Source: an optimization exercise on an open RTL-to-GDS flow (aim: small area and few clock cycles). Production flows keep margins and buffers that such runs may drop. Only simulation tests tie the RTL to the original design; equivalence was not proved. Power figures rest on the tool's default switching activity, not on a simulated workload.

== build 23 ==
## huffman
module huffman(
  input  logic       clk,
  input  logic       rst_n,
  input  logic       in_valid,
  input  logic [7:0] gray_data,
  output logic       CNT_valid,
  output logic [7:0] CNT1, CNT2, CNT3, CNT4, CNT5, CNT6,
  output logic       code_valid,
  output logic [7:0] HC1, HC2, HC3, HC4, HC5, HC6,
  output logic [7:0] M1, M2, M3, M4, M5, M6
);
Size in the first run: roughly 840 cells after synthesis, ~160 I/O pins, roughly 6000 um2 of cells after synthesis.
==> flow/config.mk <==
export PLATFORM = sky130hd
export DESIGN_NAME = huffman
export DESIGN_NICKNAME = huffman
export VERILOG_FILES = /design/flow/design.v
export SDC_FILE = /design/flow/constraint.sdc
export NUM_CORES = 4
export LEC_CHECK = 0
export ABC_AREA = 1
export ABC_CLOCK_PERIOD_IN_PS = 12000
export CAP_MARGIN = 0
export CORE_MARGIN = 2
export CORE_UTILIZATION = 70
export GPL_TIMING_DRIVEN = 0
export SLEW_MARGIN = 0
==> flow/constraint.sdc <==
create_clock -name core_clock -period 12.0 [get_ports {clk}]
set_input_delay 2.4000 -clock core_clock [delete_from_list [all_inputs] [get_ports {clk}]]
set_output_delay 2.4000 -clock core_clock [all_outputs]
set_load 0.01 [all_outputs]
standard.sh (not shown) runs the stock make flow with config.mk's settings and CLKGATE_MAP_FILE= SYNTH_SCRIPT=/design/flow/synth_recipe.tcl, a recipe that flattens the netlist after the stock synthesis.
==> flow/flow/run.sh <==
#!/bin/bash
# Own layout flow: the standard synthesis, then its combinational logic
# re-mapped for area (every flip-flop kept as the standard synthesis made
# it, same instance name and cell), then the standard layout steps with
# small port buffers, one tie cell for the constant outputs and a clock
# tree of small buffers without dummy loads. Each tool's output goes to a log file here.
set -euo pipefail
here=$(pwd)
res=$here/orfs/results/$FLOW_PLATFORM/huffman/base
lib=$FLOW_HOME/platforms/$FLOW_PLATFORM/lib/sky130_fd_sc_hd__tt_025C_1v80.lib
yosys_bin=${YOSYS_EXE:-$FLOW_HOME/../tools/install/yosys/bin/yosys}

# 1. standard synthesis, netlist only
bash standard.sh "$res/1_2_yosys.v" > "$here/flow_synth.log" 2>&1
cp "$res/1_2_yosys.v" "$here/standard_synth.v"

# 2. re-map the combinational logic for area
grep -o 'cell *( *"\?sky130_fd_sc_hd__[a-z0-9_]*' "$lib" | sed 's/.*(\s*"\?//' \
  | grep -E "__(df|edf|sdf|sedf|dl|conb|lpflow|probe)" | tr '\n' ' ' > "$here/keep_cells.txt"
# several ABC scripts; keep the smallest netlist
best=""; best_area=""
n=0
while IFS= read -r script; do
  [[ -z "$script" ]] && continue
  n=$((n + 1))
  echo "$script" > "$here/reopt_$n.abc"
  if REOPT_LIB=$lib REOPT_KEEP=$here/keep_cells.txt REOPT_IN=$here/standard_synth.v \
      REOPT_OUT=$here/reopt_$n.v REOPT_SCRIPT=$here/reopt_$n.abc \
      "$yosys_bin" -c "$here/flow/reopt.tcl" > "$here/flow_reopt_$n.log" 2>&1; then
    area=$(grep "Chip area" "$here/flow_reopt_$n.log" | tail -1 | awk '{print $NF}')
    if [[ -n "$area" ]] && { [[ -z "$best_area" ]] || awk -v a="$area" -v b="$best_area" 'BEGIN{exit !(a < b)}'; }; then
      best=$n; best_area=$area
    fi
  fi
done < "$here/flow/scripts.abc"
echo "best: script $best, area $best_area" > "$here/flow_reopt_choice.log"
cp "$here/reopt_$best.v" "$here/reopt.v"
cp "$here/reopt.v" "$res/1_2_yosys.v"
rm -f "$res/1_synth.odb" "$res/1_synth.sdc"

# 3. the standard layout from there, ports buffered with the smallest buffer
cts="-sink_clustering_enable -repair_clock_nets -dont_use_dummy_load"
cts="$cts -buf_list sky130_fd_sc_hd__clkbuf_4 -root_buf sky130_fd_sc_hd__clkbuf_8"
cts="$cts -sink_clustering_size 30 -sink_clustering_max_diameter 100"
bash standard.sh "BUFFER_PORTS_ARGS=-buffer_cell sky130_fd_sc_hd__buf_1" \
  SKIP_REPAIR_TIE_FANOUT=1 "CTS_ARGS=$cts" finish \
  > "$here/flow_layout.log" 2>&1
Other scripts of this flow, unchanged in this note and not shown: flow/flow/reopt.tcl, flow/flow/scripts.abc
Build 23 closes out successfully: all stages finished, all timing, DRC and antenna checks passed.
Testbench counts of build 23, summed over its fixed seeds: cycles 20,344.
The inputs of build 81 differ from those of build 23 as listed below.
Settings: CORE_UTILIZATION: 70 -> 50.
-- flow/flow/run.sh --
<<< build 23, line 6
# tree of small buffers without dummy loads. Each tool's output goes to a log file here.
>>> build 81, line 6
# tree of small buffers without dummy loads. Each tool's output goes to a
# log file here. Step 2 tries several ABC scripts (flow/scripts.abc) and
# keeps the smallest netlist.
## What came out
- Total grt overflow: build 23 vs build 81 identical
- On build 81: clock group share of total power is 0.2 points higher than what build 23 gave.
- In build 81 relative to build 23, row count had gone up by more than 10%.
- Diff build 81..build 23 | number of levels the H-tree was split into | unchanged
- Layout filler cell count, build 81 vs build 23: up by more than 100%
- Build 81 does better than build 23 on maximum frequency.
- Layout buffering overhead excluding clock cells ended up 0.28 points lower on build 81 than on build 23.
- Relative to build 23, build 81 degrades worst relative slew slack.
- Global-route met1 utilization: build 81 vs build 23 down 11 points
- The run with more routed wire is build 81, not build 23.
Changes in build 94 relative to build 81:
-- flow/flow/run.sh --
<<< build 81, line 6
# tree of small buffers without dummy loads. Each tool's output goes to a
# log file here. Step 2 tries several ABC scripts (flow/scripts.abc) and
# keeps the smallest netlist.
>>> build 94, line 6
# tree of small buffers without dummy loads. Each tool's output goes to a log file here.
==> run summary <==
- Build 81 → build 94: sequential cell area in the final layout stayed essentially flat; required arrival time at the worst endpoint has remained practically unchanged; worst hold slack saw little to no change; initial core utilization level; sum of net half-perimeters after detailed placement barely changed.
- Any difference in growth of design area from synthesis to finish between build 94 and build 81 is small enough to ignore.
- Total number of vias came out exactly the same in build 94 and build 81.
- From build 81 to build 94, total power density per cell area did not move at all.

[port drivers added, routing unchanged]
The flow's constraints put no driver on any port. The routed layouts listed below were extracted and timed again, unchanged, in two steps.
Step 1: set_driving_cell puts a clkbuf_16 on clk and a buf_2 on each other input, an assumption about the parent block.
Step 2 also shifts input and output timing later by t, the mid clock arrival at the registers, as if the neighbouring blocks saw the same clock.
a / b / c = ideal ports / drivers / drivers and shift; a / b = the first two.
run	shift t [ns]	slack for setup (ns)	latest minus earliest clock arrival (ns)
build 23	0.399	1.864 / 1.873 / 1.474	0.032 / 0.032
build 81	0.413	2.520 / 2.529 / 2.116	0.020 / 0.020
build 94	0.413	2.520 / 2.529 / 2.116	0.020 / 0.020
After both steps every run listed still meets setup and hold.
